This design comes from an exercise in tuning for small area on the open sky130 flow, not from production work. No functional check of the RTL was part of any run shown here. Power and IR drop assume default switching activity.

## flow/design.v (module list and top-level ports; edited modules follow where they fit)
// module p_fa: 4 lines
// module p_ha: 4 lines
// module p_nand2: 3 lines
// module p_nor2: 3 lines
// module p_or2: 3 lines
// module p_inv: 3 lines
// module p_xor2: 3 lines
// module p_xnor2: 3 lines
// module p_xor3: 3 lines
// module p_a222oi: 3 lines
// module magnitude_wrapper: 1022 lines
module magnitude_wrapper(
	input aclk,
	input aresetn,
	input s_i_data_valid,
	output reg s_o_data_ready,
	input [31:0] s_i_data,
	output reg m_o_data_valid,
	input m_i_data_ready,
	output [31:0] m_o_data
    );
  // ...
==> flow/flow/run.sh <==
#!/bin/bash
# Standard layout, but the port buffers are the smallest plain buffer and
# the clock tree uses smaller buffers without dummy loads.
set -euo pipefail
export BUFFER_PORTS_ARGS="-buffer_cell sky130_fd_sc_hd__buf_1"
export CTS_ARGS="-sink_clustering_enable -repair_clock_nets -dont_use_dummy_load -buf_list sky130_fd_sc_hd__clkbuf_8"
bash standard.sh finish > standard_flow.log 2>&1
==> flow/standard.sh <==
#!/bin/bash
# synth_recipe.tcl (not shown) runs the flow's synth.tcl, then flattens the netlist and writes it again
# the make line also repeats each setting of config.mk as NAME=value (left out here)
make -C /OpenROAD-flow-scripts/flow DESIGN_CONFIG=/design/flow/config.mk WORK_HOME=/design/flow/orfs CLKGATE_MAP_FILE= SYNTH_SCRIPT=/design/flow/synth_recipe.tcl "${@:-finish}"
==> flow/config.mk <==
export PLATFORM = sky130hd
export DESIGN_NAME = magnitude_wrapper
export DESIGN_NICKNAME = magnitude_wrapper
export VERILOG_FILES = /design/flow/design.v
export SDC_FILE = /design/flow/constraint.sdc
export NUM_CORES = 4
export LEC_CHECK = 0
export CAP_MARGIN = 20
export CORE_MARGIN = 2
export CORE_UTILIZATION = 40
export GPL_TIMING_DRIVEN = 0
export SLEW_MARGIN = 20
export SYNTH_HIERARCHICAL = 1
export SYNTH_MINIMUM_KEEP_SIZE = 0
==> flow/constraint.sdc <==
create_clock -name core_clock -period 10.0 [get_ports {aclk}]
set_input_delay 2.0000 -clock core_clock [delete_from_list [all_inputs] [get_ports {aclk}]]
set_output_delay 2.0000 -clock core_clock [all_outputs]
set_load 0.01 [all_outputs]
==> run summary, run 1 <==
Synthesis
Yosys printed 7 warnings. The synthesized area divided by synthesized cell count is about 12 um^2. The xor and xnor fraction of the mapped netlist area is 0.0236. The fraction of the mapped netlist area in simple logic gates is 0.118. The flip-flop and latch count after synthesis is 107.

For this run, the leading register cell type out of synthesis is sky130_fd_sc_hd__dfxtp_1. When the netlist entered floorplanning its net count stood at ~770. Counting instances in the post-synthesis netlist gives the leading cell types as sky130_fd_sc_hd__fa_1, sky130_fd_sc_hd__nand2_1, sky130_fd_sc_hd__dfxtp_1.

Worst setup path
At the worst endpoint, the required time is 10300 ps. The maximum single-stage delay on the critical path is about 800 ps. The number of cells on the worst reg-to-reg path is 23. The cell family with the largest share of critical-path delay is adder cells. The critical path capture point type is a register.

Finish
After routing the design area is between 7000 and 8000 um^2. Of the total standard cell area in the layout, the multi-input combinational portion is 0.563. The number of non-clock inverters is 53. The number of nets at the end of the flow is 871. The non-clock buffer share of cell area is 0.0689. The share of cells above drive strength 1 is 0.0854.

Timing
Based on the critical path, the design can be clocked at up to a little over 0.1 GHz.

Global route
The global routing stage identified its most utilized layer as met2.

Power and ir drop
In this run, power in flip-flops and latches comes to 0.000711 W.

CTS
The total clock buffers created by CTS is 9. TritonCTS built the clock tree. In this run, post-CTS repair resized a total of 0 instances.

Floorplan
The die covers about 19000 um^2.

Status
The run finished with no timing, DRC or antenna violations.
==> run 2, diff against run 1 <==
==> flow/design.v (replaced) <==
module p_fa(input a, input b, input c, output s, output co);
  assign s = a ^ b ^ c;
  assign co = (a & b) | (c & (a ^ b));
endmodule
module p_ha(input a, input b, output s, output co);
  assign s = a ^ b;
  assign co = a & b;
endmodule
module p_nand2(input a, input b, output y);
  assign y = ~(a & b);
endmodule
module p_nor2(input a, input b, output y);
  assign y = ~(a | b);
endmodule
module p_or2(input a, input b, output y);
  assign y = a | b;
endmodule
module p_inv(input a, output y);
  assign y = ~a;
endmodule
module p_xor2(input a, input b, output y);
  assign y = a ^ b;
endmodule
module p_xnor2(input a, input b, output y);
  assign y = ~(a ^ b);
endmodule
module p_xor3(input a, input b, input c, output y);
  assign y = a ^ b ^ c;
endmodule
module p_and2(input a, input b, output y);
  assign y = a & b;
endmodule
module p_andn(input a, input b, output y);
  assign y = a & ~b;
endmodule
module p_a222oi(input a1, input a2, input b1, input b2, input c1, input c2, output y);
  assign y = ~((a1 & a2) | (b1 & b2) | (c1 & c2));
endmodule
module magnitude_wrapper(
	input aclk,
	input aresetn,
	input s_i_data_valid,
	output reg s_o_data_ready,
	input [31:0] s_i_data,
	output reg m_o_data_valid,
	input m_i_data_ready,
	output [31:0] m_o_data
    );
	reg start, ack;
	reg f1, f2, f3;
	reg [15:0] a_re, a_im;
	reg [31:0] pn;        
	reg [31:0] cq;        
	reg pcn_12, cc_12;     
	wire tn_12, ccd_12, ccn_12;
	reg pcn_20, cc_20;     
	wire tn_20, ccd_20, ccn_20;
	localparam NCP = 3;
	wire acc = s_i_data_valid & ~ack;
	wire [15:0] xn;       
	wire [15:0] xa, xb;
	wire xn15a, xn15b;    
	wire [31:0] tn;       
	wire [31:0] cd;       
	wire [31:0] cn;       
	wire [31:0] mo;
	wire sel_re = f2;
	wire sel_im = f1 | f3;
	wire sel_pin = ~ack & ~f1;
	wire pm = f1 | (ack & ~f2);
	wire [NCP-1:0] pmn, ld_t, ld_p, hold;
	p_inv upm0 (.a(pm), .y(pmn[0]));
	p_and2 ult0 (.a(m_i_data_ready), .b(f3), .y(ld_t[0]));
	p_andn ulp0 (.a(m_i_data_ready), .b(f3), .y(ld_p[0]));
	p_inv uho0 (.a(m_i_data_ready), .y(hold[0]));
	p_inv upm1 (.a(pm), .y(pmn[1]));
	p_and2 ult1 (.a(m_i_data_ready), .b(f3), .y(ld_t[1]));
	p_andn ulp1 (.a(m_i_data_ready), .b(f3), .y(ld_p[1]));
	p_inv uho1 (.a(m_i_data_ready), .y(hold[1]));
	p_inv upm2 (.a(pm), .y(pmn[2]));
	p_and2 ult2 (.a(m_i_data_ready), .b(f3), .y(ld_t[2]));
	p_andn ulp2 (.a(m_i_data_ready), .b(f3), .y(ld_p[2]));
	p_inv uho2 (.a(m_i_data_ready), .y(hold[2]));
	p_a222oi um0 (.a1(sel_re), .a2(a_re[0]), .b1(sel_im), .b2(a_im[0]), .c1(sel_pin), .c2(s_i_data[0]), .y(xn[0]));
	p_a222oi um1 (.a1(sel_re), .a2(a_re[1]), .b1(sel_im), .b2(a_im[1]), .c1(sel_pin), .c2(s_i_data[1]), .y(xn[1]));
	p_a222oi um2 (.a1(sel_re), .a2(a_re[2]), .b1(sel_im), .b2(a_im[2]), .c1(sel_pin), .c2(s_i_data[2]), .y(xn[2]));
	p_a222oi um3 (.a1(sel_re), .a2(a_re[3]), .b1(sel_im), .b2(a_im[3]), .c1(sel_pin), .c2(s_i_data[3]), .y(xn[3]));
	p_a222oi um4 (.a1(sel_re), .a2(a_re[4]), .b1(sel_im), .b2(a_im[4]), .c1(sel_pin), .c2(s_i_data[4]), .y(xn[4]));
	p_a222oi um5 (.a1(sel_re), .a2(a_re[5]), .b1(sel_im), .b2(a_im[5]), .c1(sel_pin), .c2(s_i_data[5]), .y(xn[5]));
	p_a222oi um6 (.a1(sel_re), .a2(a_re[6]), .b1(sel_im), .b2(a_im[6]), .c1(sel_pin), .c2(s_i_data[6]), .y(xn[6]));
	p_a222oi um7 (.a1(sel_re), .a2(a_re[7]), .b1(sel_im), .b2(a_im[7]), .c1(sel_pin), .c2(s_i_data[7]), .y(xn[7]));
	p_a222oi um8 (.a1(sel_re), .a2(a_re[8]), .b1(sel_im), .b2(a_im[8]), .c1(sel_pin), .c2(s_i_data[8]), .y(xn[8]));
	p_a222oi um9 (.a1(sel_re), .a2(a_re[9]), .b1(sel_im), .b2(a_im[9]), .c1(sel_pin), .c2(s_i_data[9]), .y(xn[9]));
	p_a222oi um10 (.a1(sel_re), .a2(a_re[10]), .b1(sel_im), .b2(a_im[10]), .c1(sel_pin), .c2(s_i_data[10]), .y(xn[10]));
	p_a222oi um11 (.a1(sel_re), .a2(a_re[11]), .b1(sel_im), .b2(a_im[11]), .c1(sel_pin), .c2(s_i_data[11]), .y(xn[11]));
	p_a222oi um12 (.a1(sel_re), .a2(a_re[12]), .b1(sel_im), .b2(a_im[12]), .c1(sel_pin), .c2(s_i_data[12]), .y(xn[12]));
	p_a222oi um13 (.a1(sel_re), .a2(a_re[13]), .b1(sel_im), .b2(a_im[13]), .c1(sel_pin), .c2(s_i_data[13]), .y(xn[13]));
	p_a222oi um14 (.a1(sel_re), .a2(a_re[14]), .b1(sel_im), .b2(a_im[14]), .c1(sel_pin), .c2(s_i_data[14]), .y(xn[14]));
	p_a222oi um15 (.a1(sel_re), .a2(a_re[15]), .b1(sel_im), .b2(a_im[15]), .c1(sel_pin), .c2(s_i_data[15]), .y(xn[15]));
	p_a222oi um15a (.a1(sel_re), .a2(a_re[15]), .b1(sel_im), .b2(a_im[15]), .c1(sel_pin), .c2(s_i_data[15]), .y(xn15a));
	p_a222oi um15b (.a1(sel_re), .a2(a_re[15]), .b1(sel_im), .b2(a_im[15]), .c1(sel_pin), .c2(s_i_data[15]), .y(xn15b));
	assign tn[0] = s_345;
	assign tn[1] = s_349;
	assign tn[2] = s_356;
	assign tn[3] = s_363;
	assign tn[4] = s_373;
	assign tn[5] = s_383;
	assign tn[6] = s_396;
	assign tn[7] = s_409;
	assign tn[8] = s_425;
	assign tn[9] = s_441;
	assign tn[10] = s_460;
	assign tn[11] = s_479;
	assign tn[12] = s_501;
	assign tn[13] = s_523;
	assign tn[14] = s_548;
	assign tn[15] = s_573;
	assign tn[16] = s_598;
	assign tn[17] = s_622;
	assign tn[18] = s_646;
	assign tn[19] = s_667;
	assign tn[20] = s_688;
	assign tn[21] = s_706;
	assign tn[22] = s_724;
	assign tn[23] = s_739;
	assign tn[24] = s_754;
	assign tn[25] = s_766;
	assign tn[26] = s_778;
	assign tn[27] = s_787;
	assign tn[28] = s_796;
	assign tn[29] = s_802;
	assign tn[30] = s_808;
	assign tn[31] = s_815;
	assign tn_12 = c_480;
	assign tn_20 = c_668;
	p_a222oi uc0 (.a1(ld_t[0]), .a2(tn[0]), .b1(ld_p[0]), .b2(pn[0]), .c1(hold[0]), .c2(cn[0]), .y(cd[0]));
	p_inv ui0 (.a(cq[0]), .y(cn[0]));
	p_a222oi uc1 (.a1(ld_t[1]), .a2(tn[1]), .b1(ld_p[1]), .b2(pn[1]), .c1(hold[1]), .c2(cn[1]), .y(cd[1]));
	p_inv ui1 (.a(cq[1]), .y(cn[1]));
	p_a222oi uc2 (.a1(ld_t[2]), .a2(tn[2]), .b1(ld_p[2]), .b2(pn[2]), .c1(hold[2]), .c2(cn[2]), .y(cd[2]));
	p_inv ui2 (.a(cq[2]), .y(cn[2]));
	p_a222oi uc3 (.a1(ld_t[0]), .a2(tn[3]), .b1(ld_p[0]), .b2(pn[3]), .c1(hold[0]), .c2(cn[3]), .y(cd[3]));
	p_inv ui3 (.a(cq[3]), .y(cn[3]));
	p_a222oi uc4 (.a1(ld_t[1]), .a2(tn[4]), .b1(ld_p[1]), .b2(pn[4]), .c1(hold[1]), .c2(cn[4]), .y(cd[4]));
	p_inv ui4 (.a(cq[4]), .y(cn[4]));
	p_a222oi uc5 (.a1(ld_t[2]), .a2(tn[5]), .b1(ld_p[2]), .b2(pn[5]), .c1(hold[2]), .c2(cn[5]), .y(cd[5]));
	p_inv ui5 (.a(cq[5]), .y(cn[5]));
	p_a222oi uc6 (.a1(ld_t[0]), .a2(tn[6]), .b1(ld_p[0]), .b2(pn[6]), .c1(hold[0]), .c2(cn[6]), .y(cd[6]));
	p_inv ui6 (.a(cq[6]), .y(cn[6]));
	p_a222oi uc7 (.a1(ld_t[1]), .a2(tn[7]), .b1(ld_p[1]), .b2(pn[7]), .c1(hold[1]), .c2(cn[7]), .y(cd[7]));
	p_inv ui7 (.a(cq[7]), .y(cn[7]));
	p_a222oi uc8 (.a1(ld_t[2]), .a2(tn[8]), .b1(ld_p[2]), .b2(pn[8]), .c1(hold[2]), .c2(cn[8]), .y(cd[8]));
	p_inv ui8 (.a(cq[8]), .y(cn[8]));
	p_a222oi uc9 (.a1(ld_t[0]), .a2(tn[9]), .b1(ld_p[0]), .b2(pn[9]), .c1(hold[0]), .c2(cn[9]), .y(cd[9]));
	p_inv ui9 (.a(cq[9]), .y(cn[9]));
	p_a222oi uc10 (.a1(ld_t[1]), .a2(tn[10]), .b1(ld_p[1]), .b2(pn[10]), .c1(hold[1]), .c2(cn[10]), .y(cd[10]));
	p_inv ui10 (.a(cq[10]), .y(cn[10]));
	p_a222oi uc11 (.a1(ld_t[2]), .a2(tn[11]), .b1(ld_p[2]), .b2(pn[11]), .c1(hold[2]), .c2(cn[11]), .y(cd[11]));
	p_inv ui11 (.a(cq[11]), .y(cn[11]));
	p_a222oi uc12 (.a1(ld_t[0]), .a2(tn[12]), .b1(ld_p[0]), .b2(pn[12]), .c1(hold[0]), .c2(cn[12]), .y(cd[12]));
	p_inv ui12 (.a(cq[12]), .y(cn[12]));
	p_a222oi uc13 (.a1(ld_t[1]), .a2(tn[13]), .b1(ld_p[1]), .b2(pn[13]), .c1(hold[1]), .c2(cn[13]), .y(cd[13]));
	p_inv ui13 (.a(cq[13]), .y(cn[13]));
	p_a222oi uc14 (.a1(ld_t[2]), .a2(tn[14]), .b1(ld_p[2]), .b2(pn[14]), .c1(hold[2]), .c2(cn[14]), .y(cd[14]));
	p_inv ui14 (.a(cq[14]), .y(cn[14]));
	p_a222oi uc15 (.a1(ld_t[0]), .a2(tn[15]), .b1(ld_p[0]), .b2(pn[15]), .c1(hold[0]), .c2(cn[15]), .y(cd[15]));
	p_inv ui15 (.a(cq[15]), .y(cn[15]));
	p_a222oi uc16 (.a1(ld_t[1]), .a2(tn[16]), .b1(ld_p[1]), .b2(pn[16]), .c1(hold[1]), .c2(cn[16]), .y(cd[16]));
	p_inv ui16 (.a(cq[16]), .y(cn[16]));
	p_a222oi uc17 (.a1(ld_t[2]), .a2(tn[17]), .b1(ld_p[2]), .b2(pn[17]), .c1(hold[2]), .c2(cn[17]), .y(cd[17]));
	p_inv ui17 (.a(cq[17]), .y(cn[17]));
	p_a222oi uc18 (.a1(ld_t[0]), .a2(tn[18]), .b1(ld_p[0]), .b2(pn[18]), .c1(hold[0]), .c2(cn[18]), .y(cd[18]));
	p_inv ui18 (.a(cq[18]), .y(cn[18]));
	p_a222oi uc19 (.a1(ld_t[1]), .a2(tn[19]), .b1(ld_p[1]), .b2(pn[19]), .c1(hold[1]), .c2(cn[19]), .y(cd[19]));
	p_inv ui19 (.a(cq[19]), .y(cn[19]));
	p_a222oi uc20 (.a1(ld_t[2]), .a2(tn[20]), .b1(ld_p[2]), .b2(pn[20]), .c1(hold[2]), .c2(cn[20]), .y(cd[20]));
	p_inv ui20 (.a(cq[20]), .y(cn[20]));
	p_a222oi uc21 (.a1(ld_t[0]), .a2(tn[21]), .b1(ld_p[0]), .b2(pn[21]), .c1(hold[0]), .c2(cn[21]), .y(cd[21]));
	p_inv ui21 (.a(cq[21]), .y(cn[21]));
	p_a222oi uc22 (.a1(ld_t[1]), .a2(tn[22]), .b1(ld_p[1]), .b2(pn[22]), .c1(hold[1]), .c2(cn[22]), .y(cd[22]));
	p_inv ui22 (.a(cq[22]), .y(cn[22]));
	p_a222oi uc23 (.a1(ld_t[2]), .a2(tn[23]), .b1(ld_p[2]), .b2(pn[23]), .c1(hold[2]), .c2(cn[23]), .y(cd[23]));
	p_inv ui23 (.a(cq[23]), .y(cn[23]));
	p_a222oi uc24 (.a1(ld_t[0]), .a2(tn[24]), .b1(ld_p[0]), .b2(pn[24]), .c1(hold[0]), .c2(cn[24]), .y(cd[24]));
	p_inv ui24 (.a(cq[24]), .y(cn[24]));
	p_a222oi uc25 (.a1(ld_t[1]), .a2(tn[25]), .b1(ld_p[1]), .b2(pn[25]), .c1(hold[1]), .c2(cn[25]), .y(cd[25]));
	p_inv ui25 (.a(cq[25]), .y(cn[25]));
	p_a222oi uc26 (.a1(ld_t[2]), .a2(tn[26]), .b1(ld_p[2]), .b2(pn[26]), .c1(hold[2]), .c2(cn[26]), .y(cd[26]));
	p_inv ui26 (.a(cq[26]), .y(cn[26]));
	p_a222oi uc27 (.a1(ld_t[0]), .a2(tn[27]), .b1(ld_p[0]), .b2(pn[27]), .c1(hold[0]), .c2(cn[27]), .y(cd[27]));
	p_inv ui27 (.a(cq[27]), .y(cn[27]));
	p_a222oi uc28 (.a1(ld_t[1]), .a2(tn[28]), .b1(ld_p[1]), .b2(pn[28]), .c1(hold[1]), .c2(cn[28]), .y(cd[28]));
	p_inv ui28 (.a(cq[28]), .y(cn[28]));
	p_a222oi uc29 (.a1(ld_t[2]), .a2(tn[29]), .b1(ld_p[2]), .b2(pn[29]), .c1(hold[2]), .c2(cn[29]), .y(cd[29]));
	p_inv ui29 (.a(cq[29]), .y(cn[29]));
	p_a222oi uc30 (.a1(ld_t[0]), .a2(tn[30]), .b1(ld_p[0]), .b2(pn[30]), .c1(hold[0]), .c2(cn[30]), .y(cd[30]));
	p_inv ui30 (.a(cq[30]), .y(cn[30]));
	p_a222oi uc31 (.a1(ld_t[1]), .a2(tn[31]), .b1(ld_p[1]), .b2(pn[31]), .c1(hold[1]), .c2(cn[31]), .y(cd[31]));
	p_inv ui31 (.a(cq[31]), .y(cn[31]));
	p_a222oi ucc12 (.a1(ld_t[0]), .a2(tn_12), .b1(ld_p[0]), .b2(pcn_12), .c1(hold[0]), .c2(ccn_12), .y(ccd_12));
	p_inv uic12 (.a(cc_12), .y(ccn_12));
	p_a222oi ucc20 (.a1(ld_t[2]), .a2(tn_20), .b1(ld_p[2]), .b2(pcn_20), .c1(hold[2]), .c2(ccn_20), .y(ccd_20));
	p_inv uic20 (.a(cc_20), .y(ccn_20));
	assign mo[0] = cq[0];
	assign mo[1] = cq[1];
	assign mo[2] = cq[2];
	assign mo[3] = cq[3];
	assign mo[4] = cq[4];
	assign mo[5] = cq[5];
	assign mo[6] = cq[6];
	assign mo[7] = cq[7];
	assign mo[8] = cq[8];
	assign mo[9] = cq[9];
	assign mo[10] = cq[10];
	assign mo[11] = cq[11];
	assign m_o_data = mo;
	wire pp_3;
	wire pp_5;
	wire pp_7;
	wire pp_9;
	wire pp_11;
	wire pp_13;
	wire pp_15;
	wire pp_17;
	wire pp_19;
	wire pp_21;
	wire pp_23;
	wire pp_25;
	wire pp_27;
	wire pp_29;
	wire pp_31;
	wire pp_35;
	wire pp_37;
	wire pp_39;
	wire pp_41;
	wire pp_43;
	wire pp_45;
	wire pp_47;
	wire pp_49;
	wire pp_51;
	wire pp_53;
	wire pp_55;
	wire pp_57;
	wire pp_59;
	wire pp_61;
	wire pp_65;
	wire pp_67;
	wire pp_69;
	wire pp_71;
	wire pp_73;
	wire pp_75;
	wire pp_77;
	wire pp_79;
	wire pp_81;
	wire pp_83;
	wire pp_85;
	wire pp_87;
	wire pp_89;
	wire pp_93;
	wire pp_95;
	wire pp_97;
	wire pp_99;
	wire pp_101;
	wire pp_103;
	wire pp_105;
	wire pp_107;
	wire pp_109;
	wire pp_111;
	wire pp_113;
	wire pp_115;
	wire pp_119;
	wire pp_121;
	wire pp_123;
	wire pp_125;
	wire pp_127;
	wire pp_129;
	wire pp_131;
	wire pp_133;
	wire pp_135;
	wire pp_137;
	wire pp_139;
	wire pp_143;
	wire pp_145;
	wire pp_147;
	wire pp_149;
	wire pp_151;
	wire pp_153;
	wire pp_155;
	wire pp_157;
	wire pp_159;
	wire pp_161;
	wire pp_165;
	wire pp_167;
	wire pp_169;
	wire pp_171;
	wire pp_173;
	wire pp_175;
	wire pp_177;
	wire pp_179;
	wire pp_181;
	wire pp_185;
	wire pp_187;
	wire pp_189;
	wire pp_191;
	wire pp_193;
	wire pp_195;
	wire pp_197;
	wire pp_199;
	wire pp_203;
	wire pp_205;
	wire pp_207;
	wire pp_209;
	wire pp_211;
	wire pp_213;
	wire pp_215;
	wire pp_219;
	wire pp_221;
	wire pp_223;
	wire pp_225;
	wire pp_227;
	wire pp_229;
	wire pp_233;
	wire pp_235;
	wire pp_237;
	wire pp_239;
	wire pp_241;
	wire pp_245;
	wire pp_247;
	wire pp_249;
	wire pp_251;
	wire pp_255;
	wire pp_257;
	wire pp_259;
	wire pp_263;
	wire pp_265;
	wire pp_269;
	wire pp_273;
	wire pm_274;
	wire pm_276;
	wire pm_278;
	wire pm_280;
	wire pm_282;
	wire pm_284;
	wire pm_286;
	wire pm_288;
	wire pm_290;
	wire pm_292;
	wire pm_294;
	wire pm_296;
	wire pm_298;
	wire pm_300;
	wire pm_302;
	wire pm_304;
	wire pm_306;
	wire pm_308;
	wire pm_310;
	wire pm_312;
	wire pm_314;
	wire pm_316;
	wire pm_318;
	wire pm_320;
	wire pm_322;
	wire pm_324;
	wire pm_326;
	wire pm_328;
	wire pm_330;
	wire pm_332;
	wire pm_334;
	wire pm_336;
	wire pmc_338;
	wire pmc_340;
	wire s_342;
	wire c_343;
	wire s_345;
	wire c_346;
	wire s_349;
	wire c_350;
	wire s_353;
	wire c_354;
	wire s_356;
	wire c_357;
	wire s_360;
	wire c_361;
	wire s_363;
	wire c_364;
	wire s_367;
	wire c_368;
	wire s_370;
	wire c_371;
	wire s_373;
	wire c_374;
	wire s_377;
	wire c_378;
	wire s_380;
	wire c_381;
	wire s_383;
	wire c_384;
	wire s_387;
	wire c_388;
	wire s_390;
	wire c_391;
	wire s_393;
	wire c_394;
	wire s_396;
	wire c_397;
	wire s_400;
	wire c_401;
	wire s_403;
	wire c_404;
	wire s_406;
	wire c_407;
	wire s_409;
	wire c_410;
	wire s_413;
	wire c_414;
	wire s_416;
	wire c_417;
	wire s_419;
	wire c_420;
	wire s_422;
	wire c_423;
	wire s_425;
	wire c_426;
	wire s_429;
	wire c_430;
	wire s_432;
	wire c_433;
	wire s_435;
	wire c_436;
	wire s_438;
	wire c_439;
	wire s_441;
	wire c_442;
	wire s_445;
	wire c_446;
	wire s_448;
	wire c_449;
	wire s_451;
	wire c_452;
	wire s_454;
	wire c_455;
	wire s_457;
	wire c_458;
	wire s_460;
	wire c_461;
	wire s_464;
	wire c_465;
	wire s_467;
	wire c_468;
	wire s_470;
	wire c_471;
	wire s_473;
	wire c_474;
	wire s_476;
	wire c_477;
	wire s_479;
	wire c_480;
	wire s_483;
	wire c_484;
	wire s_486;
	wire c_487;
	wire s_489;
	wire c_490;
	wire s_492;
	wire c_493;
	wire s_495;
	wire c_496;
	wire s_498;
	wire c_499;
	wire s_501;
	wire c_502;
	wire s_505;
	wire c_506;
	wire s_508;
	wire c_509;
	wire s_511;
	wire c_512;
	wire s_514;
	wire c_515;
	wire s_517;
	wire c_518;
	wire s_520;
	wire c_521;
	wire s_523;
	wire c_524;
	wire s_527;
	wire c_528;
	wire s_530;
	wire c_531;
	wire s_533;
	wire c_534;
	wire s_536;
	wire c_537;
	wire s_539;
	wire c_540;
	wire s_542;
	wire c_543;
	wire s_545;
	wire c_546;
	wire s_548;
	wire c_549;
	wire s_552;
	wire c_553;
	wire s_555;
	wire c_556;
	wire s_558;
	wire c_559;
	wire s_561;
	wire c_562;
	wire s_564;
	wire c_565;
	wire s_567;
	wire c_568;
	wire s_570;
	wire c_571;
	wire s_573;
	wire c_574;
	wire s_577;
	wire c_578;
	wire s_580;
	wire c_581;
	wire s_583;
	wire c_584;
	wire s_586;
	wire c_587;
	wire s_589;
	wire c_590;
	wire s_592;
	wire c_593;
	wire s_595;
	wire c_596;
	wire s_598;
	wire c_599;
	wire s_601;
	wire c_602;
	wire s_604;
	wire c_605;
	wire s_607;
	wire c_608;
	wire s_610;
	wire c_611;
	wire s_613;
	wire c_614;
	wire s_616;
	wire c_617;
	wire s_619;
	wire c_620;
	wire s_622;
	wire c_623;
	wire s_625;
	wire c_626;
	wire s_628;
	wire c_629;
	wire s_631;
	wire c_632;
	wire s_634;
	wire c_635;
	wire s_637;
	wire c_638;
	wire s_640;
	wire c_641;
	wire s_643;
	wire c_644;
	wire s_646;
	wire c_647;
	wire s_649;
	wire c_650;
	wire s_652;
	wire c_653;
	wire s_655;
	wire c_656;
	wire s_658;
	wire c_659;
	wire s_661;
	wire c_662;
	wire s_664;
	wire c_665;
	wire s_667;
	wire c_668;
	wire s_670;
	wire c_671;
	wire s_673;
	wire c_674;
	wire s_676;
	wire c_677;
	wire s_679;
	wire c_680;
	wire s_682;
	wire c_683;
	wire s_685;
	wire c_686;
	wire s_688;
	wire c_689;
	wire s_691;
	wire c_692;
	wire s_694;
	wire c_695;
	wire s_697;
	wire c_698;
	wire s_700;
	wire c_701;
	wire s_703;
	wire c_704;
	wire s_706;
	wire c_707;
	wire s_709;
	wire c_710;
	wire s_712;
	wire c_713;
	wire s_715;
	wire c_716;
	wire s_718;
	wire c_719;
	wire s_721;
	wire c_722;
	wire s_724;
	wire c_725;
	wire s_727;
	wire c_728;
	wire s_730;
	wire c_731;
	wire s_733;
	wire c_734;
	wire s_736;
	wire c_737;
	wire s_739;
	wire c_740;
	wire s_742;
	wire c_743;
	wire s_745;
	wire c_746;
	wire s_748;
	wire c_749;
	wire s_751;
	wire c_752;
	wire s_754;
	wire c_755;
	wire s_757;
	wire c_758;
	wire s_760;
	wire c_761;
	wire s_763;
	wire c_764;
	wire s_766;
	wire c_767;
	wire s_769;
	wire c_770;
	wire s_772;
	wire c_773;
	wire s_775;
	wire c_776;
	wire s_778;
	wire c_779;
	wire s_781;
	wire c_782;
	wire s_784;
	wire c_785;
	wire s_787;
	wire c_788;
	wire s_790;
	wire c_791;
	wire s_793;
	wire c_794;
	wire s_796;
	wire c_797;
	wire s_799;
	wire c_800;
	wire s_802;
	wire c_803;
	wire s_805;
	wire c_806;
	wire s_808;
	wire c_809;
	wire s_811;
	wire s_813;
	wire s_815;
	wire e_817;
	wire e_819;
	wire e_821;
	wire e_823;
	wire e_825;
	wire e_827;
	wire e_829;
	wire e_831;
	wire e_833;
	wire e_835;
	wire e_837;
	wire e_839;
	wire e_841;
	wire e_843;
	wire e_845;
	wire e_847;
	wire e_849;
	wire e_851;
	wire e_853;
	p_inv u1 (.a(xn[0]), .y(xa[0]));
	p_inv u2 (.a(xn[0]), .y(xb[0]));
	p_nand2 u4 (.a(xa[0]), .b(xa[1]), .y(pp_3));
	p_nand2 u6 (.a(xb[0]), .b(xb[2]), .y(pp_5));
	p_nand2 u8 (.a(xa[0]), .b(xa[3]), .y(pp_7));
	p_nand2 u10 (.a(xb[0]), .b(xb[4]), .y(pp_9));
	p_nand2 u12 (.a(xa[0]), .b(xa[5]), .y(pp_11));
	p_nand2 u14 (.a(xb[0]), .b(xb[6]), .y(pp_13));
	p_nand2 u16 (.a(xa[0]), .b(xa[7]), .y(pp_15));
	p_nand2 u18 (.a(xb[0]), .b(xb[8]), .y(pp_17));
	p_nand2 u20 (.a(xa[0]), .b(xa[9]), .y(pp_19));
	p_nand2 u22 (.a(xb[0]), .b(xb[10]), .y(pp_21));
	p_nand2 u24 (.a(xa[0]), .b(xa[11]), .y(pp_23));
	p_nand2 u26 (.a(xb[0]), .b(xb[12]), .y(pp_25));
	p_nand2 u28 (.a(xa[0]), .b(xa[13]), .y(pp_27));
	p_nand2 u30 (.a(xb[0]), .b(xb[14]), .y(pp_29));
	p_nor2 u32 (.a(xn[0]), .b(xn15b), .y(pp_31));
	p_inv u33 (.a(xn[1]), .y(xa[1]));
	p_inv u34 (.a(xn[1]), .y(xb[1]));
	p_nand2 u36 (.a(xa[1]), .b(xa[2]), .y(pp_35));
	p_nand2 u38 (.a(xb[1]), .b(xb[3]), .y(pp_37));
	p_nand2 u40 (.a(xa[1]), .b(xa[4]), .y(pp_39));
	p_nand2 u42 (.a(xb[1]), .b(xb[5]), .y(pp_41));
	p_nand2 u44 (.a(xa[1]), .b(xa[6]), .y(pp_43));
	p_nand2 u46 (.a(xb[1]), .b(xb[7]), .y(pp_45));
	p_nand2 u48 (.a(xa[1]), .b(xa[8]), .y(pp_47));
	p_nand2 u50 (.a(xb[1]), .b(xb[9]), .y(pp_49));
	p_nand2 u52 (.a(xa[1]), .b(xa[10]), .y(pp_51));
	p_nand2 u54 (.a(xb[1]), .b(xb[11]), .y(pp_53));
	p_nand2 u56 (.a(xa[1]), .b(xa[12]), .y(pp_55));
	p_nand2 u58 (.a(xb[1]), .b(xb[13]), .y(pp_57));
	p_nand2 u60 (.a(xa[1]), .b(xa[14]), .y(pp_59));
	p_nor2 u62 (.a(xn[1]), .b(xn15a), .y(pp_61));
	p_inv u63 (.a(xn[2]), .y(xa[2]));
	p_inv u64 (.a(xn[2]), .y(xb[2]));
	p_nand2 u66 (.a(xa[2]), .b(xa[3]), .y(pp_65));
	p_nand2 u68 (.a(xb[2]), .b(xb[4]), .y(pp_67));
	p_nand2 u70 (.a(xa[2]), .b(xa[5]), .y(pp_69));
	p_nand2 u72 (.a(xb[2]), .b(xb[6]), .y(pp_71));
	p_nand2 u74 (.a(xa[2]), .b(xa[7]), .y(pp_73));
	p_nand2 u76 (.a(xb[2]), .b(xb[8]), .y(pp_75));
	p_nand2 u78 (.a(xa[2]), .b(xa[9]), .y(pp_77));
	p_nand2 u80 (.a(xb[2]), .b(xb[10]), .y(pp_79));
	p_nand2 u82 (.a(xa[2]), .b(xa[11]), .y(pp_81));
	p_nand2 u84 (.a(xb[2]), .b(xb[12]), .y(pp_83));
	p_nand2 u86 (.a(xa[2]), .b(xa[13]), .y(pp_85));
	p_nand2 u88 (.a(xb[2]), .b(xb[14]), .y(pp_87));
	p_nor2 u90 (.a(xn[2]), .b(xn15b), .y(pp_89));
	p_inv u91 (.a(xn[3]), .y(xa[3]));
	p_inv u92 (.a(xn[3]), .y(xb[3]));
	p_nand2 u94 (.a(xa[3]), .b(xa[4]), .y(pp_93));
	p_nand2 u96 (.a(xb[3]), .b(xb[5]), .y(pp_95));
	p_nand2 u98 (.a(xa[3]), .b(xa[6]), .y(pp_97));
	p_nand2 u100 (.a(xb[3]), .b(xb[7]), .y(pp_99));
	p_nand2 u102 (.a(xa[3]), .b(xa[8]), .y(pp_101));
	p_nand2 u104 (.a(xb[3]), .b(xb[9]), .y(pp_103));
	p_nand2 u106 (.a(xa[3]), .b(xa[10]), .y(pp_105));
	p_nand2 u108 (.a(xb[3]), .b(xb[11]), .y(pp_107));
	p_nand2 u110 (.a(xa[3]), .b(xa[12]), .y(pp_109));
	p_nand2 u112 (.a(xb[3]), .b(xb[13]), .y(pp_111));
	p_nand2 u114 (.a(xa[3]), .b(xa[14]), .y(pp_113));
	p_nor2 u116 (.a(xn[3]), .b(xn15a), .y(pp_115));
	p_inv u117 (.a(xn[4]), .y(xa[4]));
	p_inv u118 (.a(xn[4]), .y(xb[4]));
	p_nand2 u120 (.a(xa[4]), .b(xa[5]), .y(pp_119));
	p_nand2 u122 (.a(xb[4]), .b(xb[6]), .y(pp_121));
	p_nand2 u124 (.a(xa[4]), .b(xa[7]), .y(pp_123));
	p_nand2 u126 (.a(xb[4]), .b(xb[8]), .y(pp_125));
	p_nand2 u128 (.a(xa[4]), .b(xa[9]), .y(pp_127));
	p_nand2 u130 (.a(xb[4]), .b(xb[10]), .y(pp_129));
	p_nand2 u132 (.a(xa[4]), .b(xa[11]), .y(pp_131));
	p_nand2 u134 (.a(xb[4]), .b(xb[12]), .y(pp_133));
	p_nand2 u136 (.a(xa[4]), .b(xa[13]), .y(pp_135));
	p_nand2 u138 (.a(xb[4]), .b(xb[14]), .y(pp_137));
	p_nor2 u140 (.a(xn[4]), .b(xn15b), .y(pp_139));
	p_inv u141 (.a(xn[5]), .y(xa[5]));
	p_inv u142 (.a(xn[5]), .y(xb[5]));
	p_nand2 u144 (.a(xa[5]), .b(xa[6]), .y(pp_143));
	p_nand2 u146 (.a(xb[5]), .b(xb[7]), .y(pp_145));
	p_nand2 u148 (.a(xa[5]), .b(xa[8]), .y(pp_147));
	p_nand2 u150 (.a(xb[5]), .b(xb[9]), .y(pp_149));
	p_nand2 u152 (.a(xa[5]), .b(xa[10]), .y(pp_151));
	p_nand2 u154 (.a(xb[5]), .b(xb[11]), .y(pp_153));
	p_nand2 u156 (.a(xa[5]), .b(xa[12]), .y(pp_155));
	p_nand2 u158 (.a(xb[5]), .b(xb[13]), .y(pp_157));
	p_nand2 u160 (.a(xa[5]), .b(xa[14]), .y(pp_159));
	p_nor2 u162 (.a(xn[5]), .b(xn15a), .y(pp_161));
	p_inv u163 (.a(xn[6]), .y(xa[6]));
	p_inv u164 (.a(xn[6]), .y(xb[6]));
	p_nand2 u166 (.a(xa[6]), .b(xa[7]), .y(pp_165));
	p_nand2 u168 (.a(xb[6]), .b(xb[8]), .y(pp_167));
	p_nand2 u170 (.a(xa[6]), .b(xa[9]), .y(pp_169));
	p_nand2 u172 (.a(xb[6]), .b(xb[10]), .y(pp_171));
	p_nand2 u174 (.a(xa[6]), .b(xa[11]), .y(pp_173));
	p_nand2 u176 (.a(xb[6]), .b(xb[12]), .y(pp_175));
	p_nand2 u178 (.a(xa[6]), .b(xa[13]), .y(pp_177));
	p_nand2 u180 (.a(xb[6]), .b(xb[14]), .y(pp_179));
	p_nor2 u182 (.a(xn[6]), .b(xn15b), .y(pp_181));
	p_inv u183 (.a(xn[7]), .y(xa[7]));
	p_inv u184 (.a(xn[7]), .y(xb[7]));
	p_nand2 u186 (.a(xa[7]), .b(xa[8]), .y(pp_185));
	p_nand2 u188 (.a(xb[7]), .b(xb[9]), .y(pp_187));
	p_nand2 u190 (.a(xa[7]), .b(xa[10]), .y(pp_189));
	p_nand2 u192 (.a(xb[7]), .b(xb[11]), .y(pp_191));
	p_nand2 u194 (.a(xa[7]), .b(xa[12]), .y(pp_193));
	p_nand2 u196 (.a(xb[7]), .b(xb[13]), .y(pp_195));
	p_nand2 u198 (.a(xa[7]), .b(xa[14]), .y(pp_197));
	p_nor2 u200 (.a(xn[7]), .b(xn15a), .y(pp_199));
	p_inv u201 (.a(xn[8]), .y(xa[8]));
	p_inv u202 (.a(xn[8]), .y(xb[8]));
	p_nand2 u204 (.a(xa[8]), .b(xa[9]), .y(pp_203));
	p_nand2 u206 (.a(xb[8]), .b(xb[10]), .y(pp_205));
	p_nand2 u208 (.a(xa[8]), .b(xa[11]), .y(pp_207));
	p_nand2 u210 (.a(xb[8]), .b(xb[12]), .y(pp_209));
	p_nand2 u212 (.a(xa[8]), .b(xa[13]), .y(pp_211));
	p_nand2 u214 (.a(xb[8]), .b(xb[14]), .y(pp_213));
	p_nor2 u216 (.a(xn[8]), .b(xn15b), .y(pp_215));
	p_inv u217 (.a(xn[9]), .y(xa[9]));
	p_inv u218 (.a(xn[9]), .y(xb[9]));
	p_nand2 u220 (.a(xa[9]), .b(xa[10]), .y(pp_219));
	p_nand2 u222 (.a(xb[9]), .b(xb[11]), .y(pp_221));
	p_nand2 u224 (.a(xa[9]), .b(xa[12]), .y(pp_223));
	p_nand2 u226 (.a(xb[9]), .b(xb[13]), .y(pp_225));
	p_nand2 u228 (.a(xa[9]), .b(xa[14]), .y(pp_227));
	p_nor2 u230 (.a(xn[9]), .b(xn15a), .y(pp_229));
	p_inv u231 (.a(xn[10]), .y(xa[10]));
	p_inv u232 (.a(xn[10]), .y(xb[10]));
	p_nand2 u234 (.a(xa[10]), .b(xa[11]), .y(pp_233));
	p_nand2 u236 (.a(xb[10]), .b(xb[12]), .y(pp_235));
	p_nand2 u238 (.a(xa[10]), .b(xa[13]), .y(pp_237));
	p_nand2 u240 (.a(xb[10]), .b(xb[14]), .y(pp_239));
	p_nor2 u242 (.a(xn[10]), .b(xn15b), .y(pp_241));
	p_inv u243 (.a(xn[11]), .y(xa[11]));
	p_inv u244 (.a(xn[11]), .y(xb[11]));
	p_nand2 u246 (.a(xa[11]), .b(xa[12]), .y(pp_245));
	p_nand2 u248 (.a(xb[11]), .b(xb[13]), .y(pp_247));
	p_nand2 u250 (.a(xa[11]), .b(xa[14]), .y(pp_249));
	p_nor2 u252 (.a(xn[11]), .b(xn15a), .y(pp_251));
	p_inv u253 (.a(xn[12]), .y(xa[12]));
	p_inv u254 (.a(xn[12]), .y(xb[12]));
	p_nand2 u256 (.a(xa[12]), .b(xa[13]), .y(pp_255));
	p_nand2 u258 (.a(xb[12]), .b(xb[14]), .y(pp_257));
	p_nor2 u260 (.a(xn[12]), .b(xn15b), .y(pp_259));
	p_inv u261 (.a(xn[13]), .y(xa[13]));
	p_inv u262 (.a(xn[13]), .y(xb[13]));
	p_nand2 u264 (.a(xa[13]), .b(xa[14]), .y(pp_263));
	p_nor2 u266 (.a(xn[13]), .b(xn15a), .y(pp_265));
	p_inv u267 (.a(xn[14]), .y(xa[14]));
	p_inv u268 (.a(xn[14]), .y(xb[14]));
	p_nor2 u270 (.a(xn[14]), .b(xn15b), .y(pp_269));
	p_inv u271 (.a(xn[15]), .y(xa[15]));
	p_inv u272 (.a(xn[15]), .y(xb[15]));
	p_or2 u275 (.a(pn[0]), .b(pmn[0]), .y(pm_274));
	p_or2 u277 (.a(pn[1]), .b(pmn[1]), .y(pm_276));
	p_or2 u279 (.a(pn[2]), .b(pmn[2]), .y(pm_278));
	p_or2 u281 (.a(pn[3]), .b(pmn[0]), .y(pm_280));
	p_or2 u283 (.a(pn[4]), .b(pmn[1]), .y(pm_282));
	p_or2 u285 (.a(pn[5]), .b(pmn[2]), .y(pm_284));
	p_or2 u287 (.a(pn[6]), .b(pmn[0]), .y(pm_286));
	p_or2 u289 (.a(pn[7]), .b(pmn[1]), .y(pm_288));
	p_or2 u291 (.a(pn[8]), .b(pmn[2]), .y(pm_290));
	p_or2 u293 (.a(pn[9]), .b(pmn[0]), .y(pm_292));
	p_or2 u295 (.a(pn[10]), .b(pmn[1]), .y(pm_294));
	p_or2 u297 (.a(pn[11]), .b(pmn[2]), .y(pm_296));
	p_or2 u299 (.a(pn[12]), .b(pmn[0]), .y(pm_298));
	p_or2 u301 (.a(pn[13]), .b(pmn[1]), .y(pm_300));
	p_or2 u303 (.a(pn[14]), .b(pmn[2]), .y(pm_302));
	p_or2 u305 (.a(pn[15]), .b(pmn[0]), .y(pm_304));
	p_or2 u307 (.a(pn[16]), .b(pmn[1]), .y(pm_306));
	p_or2 u309 (.a(pn[17]), .b(pmn[2]), .y(pm_308));
	p_or2 u311 (.a(pn[18]), .b(pmn[0]), .y(pm_310));
	p_or2 u313 (.a(pn[19]), .b(pmn[1]), .y(pm_312));
	p_or2 u315 (.a(pn[20]), .b(pmn[2]), .y(pm_314));
	p_or2 u317 (.a(pn[21]), .b(pmn[0]), .y(pm_316));
	p_or2 u319 (.a(pn[22]), .b(pmn[1]), .y(pm_318));
	p_or2 u321 (.a(pn[23]), .b(pmn[2]), .y(pm_320));
	p_or2 u323 (.a(pn[24]), .b(pmn[0]), .y(pm_322));
	p_or2 u325 (.a(pn[25]), .b(pmn[1]), .y(pm_324));
	p_or2 u327 (.a(pn[26]), .b(pmn[2]), .y(pm_326));
	p_or2 u329 (.a(pn[27]), .b(pmn[0]), .y(pm_328));
	p_or2 u331 (.a(pn[28]), .b(pmn[1]), .y(pm_330));
	p_or2 u333 (.a(pn[29]), .b(pmn[2]), .y(pm_332));
	p_or2 u335 (.a(pn[30]), .b(pmn[0]), .y(pm_334));
	p_or2 u337 (.a(pn[31]), .b(pmn[1]), .y(pm_336));
	p_or2 u339 (.a(pcn_12), .b(pmn[0]), .y(pmc_338));
	p_or2 u341 (.a(pcn_20), .b(pmn[2]), .y(pmc_340));
	p_ha u344 (.a(pm_306), .b(xn[8]), .s(s_342), .co(c_343));
	p_xnor2 u347 (.a(pm_274), .b(xn[0]), .y(s_345));
	p_or2 u348 (.a(pm_274), .b(xn[0]), .y(c_346));
	p_xnor2 u351 (.a(pm_276), .b(c_346), .y(s_349));
	p_or2 u352 (.a(pm_276), .b(c_346), .y(c_350));
	p_fa u355 (.a(pm_278), .b(xn[1]), .c(pp_3), .s(s_353), .co(c_354));
	p_xnor2 u358 (.a(c_350), .b(s_353), .y(s_356));
	p_or2 u359 (.a(c_350), .b(s_353), .y(c_357));
	p_fa u362 (.a(pm_280), .b(pp_5), .c(c_354), .s(s_360), .co(c_361));
	p_xnor2 u365 (.a(c_357), .b(s_360), .y(s_363));
	p_or2 u366 (.a(c_357), .b(s_360), .y(c_364));
	p_fa u369 (.a(pm_282), .b(xn[2]), .c(pp_35), .s(s_367), .co(c_368));
	p_fa u372 (.a(pp_7), .b(s_367), .c(c_361), .s(s_370), .co(c_371));
	p_xnor2 u375 (.a(c_364), .b(s_370), .y(s_373));
	p_or2 u376 (.a(c_364), .b(s_370), .y(c_374));
	p_fa u379 (.a(pm_284), .b(pp_37), .c(pp_9), .s(s_377), .co(c_378));
	p_fa u382 (.a(c_368), .b(s_377), .c(c_371), .s(s_380), .co(c_381));
	p_xnor2 u385 (.a(c_374), .b(s_380), .y(s_383));
	p_or2 u386 (.a(c_374), .b(s_380), .y(c_384));
	p_fa u389 (.a(pm_286), .b(xn[3]), .c(pp_11), .s(s_387), .co(c_388));
	p_fa u392 (.a(pp_39), .b(pp_65), .c(c_378), .s(s_390), .co(c_391));
	p_fa u395 (.a(s_387), .b(s_390), .c(c_381), .s(s_393), .co(c_394));
	p_xnor2 u398 (.a(c_384), .b(s_393), .y(s_396));
	p_or2 u399 (.a(c_384), .b(s_393), .y(c_397));
	p_fa u402 (.a(pm_288), .b(pp_13), .c(pp_41), .s(s_400), .co(c_401));
	p_fa u405 (.a(pp_67), .b(c_388), .c(s_400), .s(s_403), .co(c_404));
	p_fa u408 (.a(c_391), .b(s_403), .c(c_394), .s(s_406), .co(c_407));
	p_xnor2 u411 (.a(c_397), .b(s_406), .y(s_409));
	p_or2 u412 (.a(c_397), .b(s_406), .y(c_410));
	p_fa u415 (.a(pm_290), .b(xn[4]), .c(pp_15), .s(s_413), .co(c_414));
	p_fa u418 (.a(pp_43), .b(pp_69), .c(pp_93), .s(s_416), .co(c_417));
	p_fa u421 (.a(c_401), .b(s_413), .c(s_416), .s(s_419), .co(c_420));
	p_fa u424 (.a(c_404), .b(s_419), .c(c_407), .s(s_422), .co(c_423));
	p_xnor2 u427 (.a(c_410), .b(s_422), .y(s_425));
	p_or2 u428 (.a(c_410), .b(s_422), .y(c_426));
	p_fa u431 (.a(pm_292), .b(pp_17), .c(pp_45), .s(s_429), .co(c_430));
	p_fa u434 (.a(pp_71), .b(pp_95), .c(c_414), .s(s_432), .co(c_433));
	p_fa u437 (.a(c_417), .b(s_429), .c(s_432), .s(s_435), .co(c_436));
	p_fa u440 (.a(c_420), .b(s_435), .c(c_423), .s(s_438), .co(c_439));
	p_xnor2 u443 (.a(c_426), .b(s_438), .y(s_441));
	p_or2 u444 (.a(c_426), .b(s_438), .y(c_442));
	p_fa u447 (.a(pm_294), .b(xn[5]), .c(pp_119), .s(s_445), .co(c_446));
	p_fa u450 (.a(pp_19), .b(pp_47), .c(pp_73), .s(s_448), .co(c_449));
	p_fa u453 (.a(pp_97), .b(c_430), .c(s_445), .s(s_451), .co(c_452));
	p_fa u456 (.a(s_448), .b(c_433), .c(s_451), .s(s_454), .co(c_455));
	p_fa u459 (.a(c_436), .b(s_454), .c(c_439), .s(s_457), .co(c_458));
	p_xnor2 u462 (.a(c_442), .b(s_457), .y(s_460));
	p_or2 u463 (.a(c_442), .b(s_457), .y(c_461));
	p_fa u466 (.a(pm_296), .b(pp_121), .c(pp_21), .s(s_464), .co(c_465));
	p_fa u469 (.a(pp_49), .b(pp_75), .c(pp_99), .s(s_467), .co(c_468));
	p_fa u472 (.a(c_446), .b(c_449), .c(s_464), .s(s_470), .co(c_471));
	p_fa u475 (.a(s_467), .b(c_452), .c(s_470), .s(s_473), .co(c_474));
	p_fa u478 (.a(c_455), .b(s_473), .c(c_458), .s(s_476), .co(c_477));
	p_xnor2 u481 (.a(c_461), .b(s_476), .y(s_479));
	p_or2 u482 (.a(c_461), .b(s_476), .y(c_480));
	p_fa u485 (.a(pm_298), .b(pmc_338), .c(xn[6]), .s(s_483), .co(c_484));
	p_fa u488 (.a(pp_101), .b(pp_123), .c(pp_143), .s(s_486), .co(c_487));
	p_fa u491 (.a(pp_23), .b(pp_51), .c(pp_77), .s(s_489), .co(c_490));
	p_fa u494 (.a(s_483), .b(c_465), .c(c_468), .s(s_492), .co(c_493));
	p_fa u497 (.a(s_486), .b(s_489), .c(c_471), .s(s_495), .co(c_496));
	p_fa u500 (.a(s_492), .b(c_474), .c(s_495), .s(s_498), .co(c_499));
	p_xnor2 u503 (.a(s_498), .b(c_477), .y(s_501));
	p_or2 u504 (.a(s_498), .b(c_477), .y(c_502));
	p_fa u507 (.a(pm_300), .b(pp_103), .c(pp_125), .s(s_505), .co(c_506));
	p_fa u510 (.a(pp_145), .b(pp_25), .c(pp_53), .s(s_508), .co(c_509));
	p_fa u513 (.a(pp_79), .b(c_484), .c(c_487), .s(s_511), .co(c_512));
	p_fa u516 (.a(c_490), .b(s_505), .c(s_508), .s(s_514), .co(c_515));
	p_fa u519 (.a(c_493), .b(s_511), .c(s_514), .s(s_517), .co(c_518));
	p_fa u522 (.a(c_496), .b(s_517), .c(c_499), .s(s_520), .co(c_521));
	p_xnor2 u525 (.a(s_520), .b(c_502), .y(s_523));
	p_or2 u526 (.a(s_520), .b(c_502), .y(c_524));
	p_fa u529 (.a(pm_302), .b(xn[7]), .c(pp_105), .s(s_527), .co(c_528));
	p_fa u532 (.a(pp_127), .b(pp_147), .c(pp_165), .s(s_530), .co(c_531));
	p_fa u535 (.a(pp_27), .b(pp_55), .c(pp_81), .s(s_533), .co(c_534));
	p_fa u538 (.a(c_506), .b(c_509), .c(s_527), .s(s_536), .co(c_537));
	p_fa u541 (.a(s_530), .b(s_533), .c(c_512), .s(s_539), .co(c_540));
	p_fa u544 (.a(c_515), .b(s_536), .c(s_539), .s(s_542), .co(c_543));
	p_fa u547 (.a(c_518), .b(s_542), .c(c_521), .s(s_545), .co(c_546));
	p_xnor2 u550 (.a(s_545), .b(c_524), .y(s_548));
	p_or2 u551 (.a(s_545), .b(c_524), .y(c_549));
	p_fa u554 (.a(pm_304), .b(pp_107), .c(pp_129), .s(s_552), .co(c_553));
	p_fa u557 (.a(pp_149), .b(pp_167), .c(pp_29), .s(s_555), .co(c_556));
	p_fa u560 (.a(pp_57), .b(pp_83), .c(c_528), .s(s_558), .co(c_559));
	p_fa u563 (.a(c_531), .b(c_534), .c(s_552), .s(s_561), .co(c_562));
	p_fa u566 (.a(s_555), .b(c_537), .c(s_558), .s(s_564), .co(c_565));
	p_fa u569 (.a(s_561), .b(c_540), .c(s_564), .s(s_567), .co(c_568));
	p_fa u572 (.a(c_543), .b(s_567), .c(c_546), .s(s_570), .co(c_571));
	p_xnor2 u575 (.a(s_570), .b(c_549), .y(s_573));
	p_or2 u576 (.a(s_570), .b(c_549), .y(c_574));
	p_fa u579 (.a(pp_109), .b(pp_131), .c(pp_151), .s(s_577), .co(c_578));
	p_fa u582 (.a(pp_169), .b(pp_185), .c(pp_31), .s(s_580), .co(c_581));
	p_fa u585 (.a(pp_59), .b(pp_85), .c(s_342), .s(s_583), .co(c_584));
	p_fa u588 (.a(c_553), .b(c_556), .c(s_577), .s(s_586), .co(c_587));
	p_fa u591 (.a(s_580), .b(s_583), .c(c_559), .s(s_589), .co(c_590));
	p_fa u594 (.a(c_562), .b(s_586), .c(s_589), .s(s_592), .co(c_593));
	p_fa u597 (.a(c_565), .b(s_592), .c(c_568), .s(s_595), .co(c_596));
	p_fa u600 (.a(s_595), .b(c_571), .c(c_574), .s(s_598), .co(c_599));
	p_fa u603 (.a(pm_308), .b(pp_111), .c(pp_133), .s(s_601), .co(c_602));
	p_fa u606 (.a(pp_153), .b(pp_171), .c(pp_187), .s(s_604), .co(c_605));
	p_fa u609 (.a(pp_61), .b(pp_87), .c(c_343), .s(s_607), .co(c_608));
	p_fa u612 (.a(c_578), .b(c_581), .c(c_584), .s(s_610), .co(c_611));
	p_fa u615 (.a(s_601), .b(s_604), .c(s_607), .s(s_613), .co(c_614));
	p_fa u618 (.a(c_587), .b(s_610), .c(s_613), .s(s_616), .co(c_617));
	p_fa u621 (.a(c_590), .b(s_616), .c(c_593), .s(s_619), .co(c_620));
	p_fa u624 (.a(s_619), .b(c_596), .c(c_599), .s(s_622), .co(c_623));
	p_fa u627 (.a(pm_310), .b(xn[9]), .c(pp_113), .s(s_625), .co(c_626));
	p_fa u630 (.a(pp_135), .b(pp_155), .c(pp_173), .s(s_628), .co(c_629));
	p_fa u633 (.a(pp_189), .b(pp_203), .c(pp_89), .s(s_631), .co(c_632));
	p_fa u636 (.a(c_602), .b(c_605), .c(c_608), .s(s_634), .co(c_635));
	p_fa u639 (.a(s_625), .b(s_628), .c(s_631), .s(s_637), .co(c_638));
	p_fa u642 (.a(c_611), .b(c_614), .c(s_634), .s(s_640), .co(c_641));
	p_fa u645 (.a(s_637), .b(c_617), .c(s_640), .s(s_643), .co(c_644));
	p_fa u648 (.a(s_643), .b(c_620), .c(c_623), .s(s_646), .co(c_647));
	p_fa u651 (.a(pm_312), .b(pp_115), .c(pp_137), .s(s_649), .co(c_650));
	p_fa u654 (.a(pp_157), .b(pp_175), .c(pp_191), .s(s_652), .co(c_653));
	p_fa u657 (.a(pp_205), .b(c_626), .c(c_629), .s(s_655), .co(c_656));
	p_fa u660 (.a(c_632), .b(s_649), .c(s_652), .s(s_658), .co(c_659));
	p_fa u663 (.a(c_635), .b(s_655), .c(c_638), .s(s_661), .co(c_662));
	p_fa u666 (.a(s_658), .b(c_641), .c(s_661), .s(s_664), .co(c_665));
	p_fa u669 (.a(c_644), .b(s_664), .c(c_647), .s(s_667), .co(c_668));
	p_fa u672 (.a(pm_314), .b(pmc_340), .c(xn[10]), .s(s_670), .co(c_671));
	p_fa u675 (.a(pp_139), .b(pp_159), .c(pp_177), .s(s_673), .co(c_674));
	p_fa u678 (.a(pp_193), .b(pp_207), .c(pp_219), .s(s_676), .co(c_677));
	p_fa u681 (.a(s_670), .b(c_650), .c(c_653), .s(s_679), .co(c_680));
	p_fa u684 (.a(s_673), .b(s_676), .c(c_656), .s(s_682), .co(c_683));
	p_fa u687 (.a(c_659), .b(s_679), .c(s_682), .s(s_685), .co(c_686));
	p_fa u690 (.a(c_662), .b(s_685), .c(c_665), .s(s_688), .co(c_689));
	p_fa u693 (.a(pm_316), .b(pp_161), .c(pp_179), .s(s_691), .co(c_692));
	p_fa u696 (.a(pp_195), .b(pp_209), .c(pp_221), .s(s_694), .co(c_695));
	p_fa u699 (.a(c_671), .b(c_674), .c(c_677), .s(s_697), .co(c_698));
	p_fa u702 (.a(s_691), .b(s_694), .c(c_680), .s(s_700), .co(c_701));
	p_fa u705 (.a(s_697), .b(c_683), .c(s_700), .s(s_703), .co(c_704));
	p_fa u708 (.a(c_686), .b(s_703), .c(c_689), .s(s_706), .co(c_707));
	p_fa u711 (.a(pm_318), .b(xn[11]), .c(pp_181), .s(s_709), .co(c_710));
	p_fa u714 (.a(pp_197), .b(pp_211), .c(pp_223), .s(s_712), .co(c_713));
	p_fa u717 (.a(pp_233), .b(c_692), .c(c_695), .s(s_715), .co(c_716));
	p_fa u720 (.a(s_709), .b(s_712), .c(c_698), .s(s_718), .co(c_719));
	p_fa u723 (.a(s_715), .b(c_701), .c(s_718), .s(s_721), .co(c_722));
	p_fa u726 (.a(c_704), .b(s_721), .c(c_707), .s(s_724), .co(c_725));
	p_fa u729 (.a(pm_320), .b(pp_199), .c(pp_213), .s(s_727), .co(c_728));
	p_fa u732 (.a(pp_225), .b(pp_235), .c(c_710), .s(s_730), .co(c_731));
	p_fa u735 (.a(c_713), .b(s_727), .c(c_716), .s(s_733), .co(c_734));
	p_fa u738 (.a(s_730), .b(c_719), .c(s_733), .s(s_736), .co(c_737));
	p_fa u741 (.a(c_722), .b(s_736), .c(c_725), .s(s_739), .co(c_740));
	p_fa u744 (.a(pm_322), .b(xn[12]), .c(pp_215), .s(s_742), .co(c_743));
	p_fa u747 (.a(pp_227), .b(pp_237), .c(pp_245), .s(s_745), .co(c_746));
	p_fa u750 (.a(c_728), .b(s_742), .c(s_745), .s(s_748), .co(c_749));
	p_fa u753 (.a(c_731), .b(s_748), .c(c_734), .s(s_751), .co(c_752));
	p_fa u756 (.a(c_737), .b(s_751), .c(c_740), .s(s_754), .co(c_755));
	p_fa u759 (.a(pm_324), .b(pp_229), .c(pp_239), .s(s_757), .co(c_758));
	p_fa u762 (.a(pp_247), .b(c_743), .c(c_746), .s(s_760), .co(c_761));
	p_fa u765 (.a(s_757), .b(c_749), .c(s_760), .s(s_763), .co(c_764));
	p_fa u768 (.a(s_763), .b(c_752), .c(c_755), .s(s_766), .co(c_767));
	p_fa u771 (.a(pm_326), .b(xn[13]), .c(pp_241), .s(s_769), .co(c_770));
	p_fa u774 (.a(pp_249), .b(pp_255), .c(c_758), .s(s_772), .co(c_773));
	p_fa u777 (.a(s_769), .b(c_761), .c(s_772), .s(s_775), .co(c_776));
	p_fa u780 (.a(c_764), .b(s_775), .c(c_767), .s(s_778), .co(c_779));
	p_fa u783 (.a(pm_328), .b(pp_251), .c(pp_257), .s(s_781), .co(c_782));
	p_fa u786 (.a(c_770), .b(s_781), .c(c_773), .s(s_784), .co(c_785));
	p_fa u789 (.a(c_776), .b(s_784), .c(c_779), .s(s_787), .co(c_788));
	p_fa u792 (.a(pm_330), .b(xn[14]), .c(pp_259), .s(s_790), .co(c_791));
	p_fa u795 (.a(pp_263), .b(c_782), .c(s_790), .s(s_793), .co(c_794));
	p_fa u798 (.a(s_793), .b(c_785), .c(c_788), .s(s_796), .co(c_797));
	p_fa u801 (.a(pm_332), .b(pp_265), .c(c_791), .s(s_799), .co(c_800));
	p_fa u804 (.a(c_794), .b(s_799), .c(c_797), .s(s_802), .co(c_803));
	p_fa u807 (.a(pm_334), .b(xn[15]), .c(pp_269), .s(s_805), .co(c_806));
	p_fa u810 (.a(s_805), .b(c_800), .c(c_803), .s(s_808), .co(c_809));
	p_xor2 u812 (.a(pm_336), .b(c_806), .y(s_811));
	p_xor2 u814 (.a(s_811), .b(c_809), .y(s_813));
	p_inv u816 (.a(s_813), .y(s_815));
	p_ha u818 (.a(cq[12]), .b(cc_12), .s(mo[12]), .co(e_817));
	p_ha u820 (.a(cq[13]), .b(e_817), .s(mo[13]), .co(e_819));
	p_ha u822 (.a(cq[14]), .b(e_819), .s(mo[14]), .co(e_821));
	p_ha u824 (.a(cq[15]), .b(e_821), .s(mo[15]), .co(e_823));
	p_ha u826 (.a(cq[16]), .b(e_823), .s(mo[16]), .co(e_825));
	p_ha u828 (.a(cq[17]), .b(e_825), .s(mo[17]), .co(e_827));
	p_ha u830 (.a(cq[18]), .b(e_827), .s(mo[18]), .co(e_829));
	p_ha u832 (.a(cq[19]), .b(e_829), .s(mo[19]), .co(e_831));
	p_fa u834 (.a(cq[20]), .b(cc_20), .c(e_831), .s(mo[20]), .co(e_833));
	p_ha u836 (.a(cq[21]), .b(e_833), .s(mo[21]), .co(e_835));
	p_ha u838 (.a(cq[22]), .b(e_835), .s(mo[22]), .co(e_837));
	p_ha u840 (.a(cq[23]), .b(e_837), .s(mo[23]), .co(e_839));
	p_ha u842 (.a(cq[24]), .b(e_839), .s(mo[24]), .co(e_841));
	p_ha u844 (.a(cq[25]), .b(e_841), .s(mo[25]), .co(e_843));
	p_ha u846 (.a(cq[26]), .b(e_843), .s(mo[26]), .co(e_845));
	p_ha u848 (.a(cq[27]), .b(e_845), .s(mo[27]), .co(e_847));
	p_ha u850 (.a(cq[28]), .b(e_847), .s(mo[28]), .co(e_849));
	p_ha u852 (.a(cq[29]), .b(e_849), .s(mo[29]), .co(e_851));
	p_ha u854 (.a(cq[30]), .b(e_851), .s(mo[30]), .co(e_853));
	p_xor2 u855 (.a(cq[31]), .b(e_853), .y(mo[31]));
	always @(posedge aclk) begin
		start <= acc | (start & ~ack & aresetn);
		s_o_data_ready <= acc | (s_o_data_ready & aresetn);
		ack <= start;
		f1 <= acc & ~start;
		f2 <= acc & start;
		f3 <= f2;
		if (m_i_data_ready) m_o_data_valid <= ack;
		else if (!aresetn) m_o_data_valid <= 1'b0;
		a_re <= s_i_data[15:0];
		if (acc) a_im <= s_i_data[31:16];
		pn <= tn;
		cq <= cd;
		pcn_12 <= tn_12;
		cc_12 <= ccd_12;
		pcn_20 <= tn_20;
		cc_20 <= ccd_20;
	end
endmodule
==> flow/config.mk (replaced) <==
export PLATFORM = sky130hd
export DESIGN_NAME = magnitude_wrapper
export DESIGN_NICKNAME = magnitude_wrapper
export VERILOG_FILES = /design/flow/design.v
export SDC_FILE = /design/flow/constraint.sdc
export NUM_CORES = 4
export LEC_CHECK = 0
export CAP_MARGIN = 20
export CORE_MARGIN = 2
export CORE_UTILIZATION = 40
export SLEW_MARGIN = 20
export SYNTH_HIERARCHICAL = 1
export SYNTH_MINIMUM_KEEP_SIZE = 0
==> run 2 against run 1 <==
  * Critical path depth did not move
  * Wire length rose by 32%
  * Cell count rose by 4.9%
  * Setup slack improved by 420 ps
  * Die area rose by 2.1%
  * Power rose by 2.6%
  * Synthesized area rose by 2.1%
  * Largest cell class unchanged
==> run summary, run 2 <==
Timing
The upper clock frequency limit is 0.107 GHz (was 0.102 GHz). The total count of hold-check failures in the final report came to 0 (unchanged). The total negative setup slack came to 0 ps (unchanged).

The count of final max-slew check failures is 0 (unchanged).

CTS
The number of instances resized during post-cts repair is 0 (unchanged). The cell at the root of the clock tree is sky130_fd_sc_hd__clkbuf_8 (unchanged). The post-CTS repair timing setup buffer count is 0 (was 7). The total clock buffers created by CTS came to 9 (unchanged). The TritonCTS clock tree is built (unchanged). The H-tree depth came to 3 (unchanged).

Worst setup path
The depth of the most critical reg-to-reg path is 24 (was 23). The maximum fanout count along the critical path is 3 (was 14). The endpoint required time on the critical path is 10280 ps (was 10300 ps).

The endpoint of the most critical setup path is cq[19] (was cq[31]). The critical path capture point type is a register (unchanged).

Finish
The number of nets at the end of the flow was 911 (was 871). Commonest cells after routing, fill and taps aside: sky130_fd_sc_hd__fa_1, sky130_fd_sc_hd__nand2_1, sky130_fd_sc_hd__dfxtp_1 (unchanged). The sequential cell area in the final layout is 2310 um^2 (unchanged). The share of cells above drive strength 1 is 0.0904 (was 0.0854).

Synthesis
Top post-synthesis cells by count: sky130_fd_sc_hd__fa_1, sky130_fd_sc_hd__nand2_1, sky130_fd_sc_hd__dfxtp_1 (unchanged). The number of unique standard cell types used by synthesis is 21 (was 18). The synthesized area divided by synthesized cell count is 11.9 um^2 (was 12.2 um^2). The share of the synthesized area in the top cell type was 0.375 (was 0.383).

The number of warnings issued by yosys came to 7 (unchanged). The number of nets produced by synthesis was 795 (was 769). The most frequently used flop master after synthesis is sky130_fd_sc_hd__dfxtp_1 (unchanged). The flip-flop and latch count after synthesis was 107 (unchanged).

Placement
The number of port buffers is 69 (unchanged).

Routing
The initial detailed-routing violation count came to 528 (was 387). The average wire per cell in the routed design is 21.2 um (was 16.8 um).

Status
Status: timing/DRC/antenna clean (unchanged).

Floorplan
The total die area is 19100 um^2 (was 18700 um^2). The die span in x came to 138 um (was 137 um).

Global route
The wire length of the first global-routing pass came to 31.1 mm (was 26.5 mm).
==> run 2: cell count changes in the layout (fill, tap and decap cells not counted), sizes merged <==
cell,previous run,this run
a21o,0,1
nand2b,1,2
clkdlybuf4s18,1,0
buf,102,117
inv,53,73
and2,3,5
nor2b,0,3
nand2,108,107
a21oi,2,1
nor2,19,18
a222oi,50,52
==> run 2: kinds of logic after synthesis <==
| family | count (synthesis) | share of synthesized area |
|---|---|---|
| AND/OR/NAND/NOR | 186 | 0.123 |
| adder cells (fa/ha/maj) | 154 | 0.408 |
| flip-flops | 107 | 0.321 |
| buffers and inverters | 85 | 0.0506 |
| AO/OA/AOI/OAI | 54 | 0.0742 |
| XOR/XNOR | 19 | 0.0231 |
==> run 2: how the worst min path moves through the flow <==
stage	from	end	cells past startpoint
5_1_grt	start	ack	0
3_5_place_dp	start	ack	0
6_report	start	ack	0
4_1_cts	start	ack	0
3_3_place_gp	start	ack	0
2_1_floorplan	start	ack	0
==> run 2: final cells by class <==
class                      count  share of cell area
tap                          229              0.0352
sequential                   107               0.284
timing repair buffer         117              0.0761
clock buffer                   9              0.0152
multi-input combinational    413               0.556
inverter                      73              0.0337
==> run 2: per-module statistics from Yosys (local to each module, per instance), a selection <==
module | flip-flops and latches | area (um^2) | times used
p_inv | 0 | 3.75 | 71
p_fa | 0 | 20.0 | 135
p_nor2 | 0 | 3.75 | 15
p_a222oi | 0 | 10.0 | 52
p_andn | 0 | 13.8 | 3
p_or2 | 0 | 6.26 | 50
p_xnor2 | 0 | 8.76 | 16
p_xor2 | 0 | 8.76 | 3
magnitude_wrapper | 107 | 2480 | 1
p_and2 | 0 | 6.26 | 3
==> run 2: worst max-delay path: stages <==
cell                       delay (ps)
sky130_fd_sc_hd__buf_1             90
sky130_fd_sc_hd__a222oi_1         680
sky130_fd_sc_hd__inv_1            140
sky130_fd_sc_hd__nand2_1          130
sky130_fd_sc_hd__fa_1             440
sky130_fd_sc_hd__fa_1             420
sky130_fd_sc_hd__fa_1             400
sky130_fd_sc_hd__fa_1             400
sky130_fd_sc_hd__fa_1             390
sky130_fd_sc_hd__fa_1             390
sky130_fd_sc_hd__fa_1             390
sky130_fd_sc_hd__fa_1             380
sky130_fd_sc_hd__fa_1             400
sky130_fd_sc_hd__or2_1            270
sky130_fd_sc_hd__or2_1            260
sky130_fd_sc_hd__or2_1            270
sky130_fd_sc_hd__or2_1            250
sky130_fd_sc_hd__fa_1             380
sky130_fd_sc_hd__fa_1             380
sky130_fd_sc_hd__fa_1             390
sky130_fd_sc_hd__fa_1             460
sky130_fd_sc_hd__a222oi_1         320
==> run 2: routing by layer <==
layer,share of wire,GRT usage,up-vias
met1,0.41,0.299,2605
met3,0.078,0.0378,28
li1,-,-,2214
met5,0,0,-
met2,0.49,0.356,184
met4,0.021,0.0736,0
==> run 2: power breakdown <==
group / leakage (nW) / internal, W / switching (W)
Combinational: 2.16 / 0.000994 / 0.00115
Sequential: 0.920 / 0.000638 / 0.0000850
Clock: 0.0647 / 0.0000812 / 0.000134
Total: 3.14 / 0.00171 / 0.00137
==> run 2: stage by stage <==
step                area (um^2)  power (W)  utilization  worst slack (ps)  hold WS, ps
floorplan                  7200    0.00231            -               714          360
global placement           8020    0.00286        0.449               344          370
detailed placement         8020    0.00287        0.449               240          375
CTS                        8140    0.00312        0.456               656          390
global route               8140    0.00344        0.456               297          395
finish                     8140    0.00309        0.456               656          388

Check on run 2: ideal ports give 0.656 ns setup slack; a clkbuf_16 on the clock port and buf_2 on the inputs give 0.673 ns; moving port delays by the midpoint clock arrival (0.411 ns) as well gives 0.262 ns.
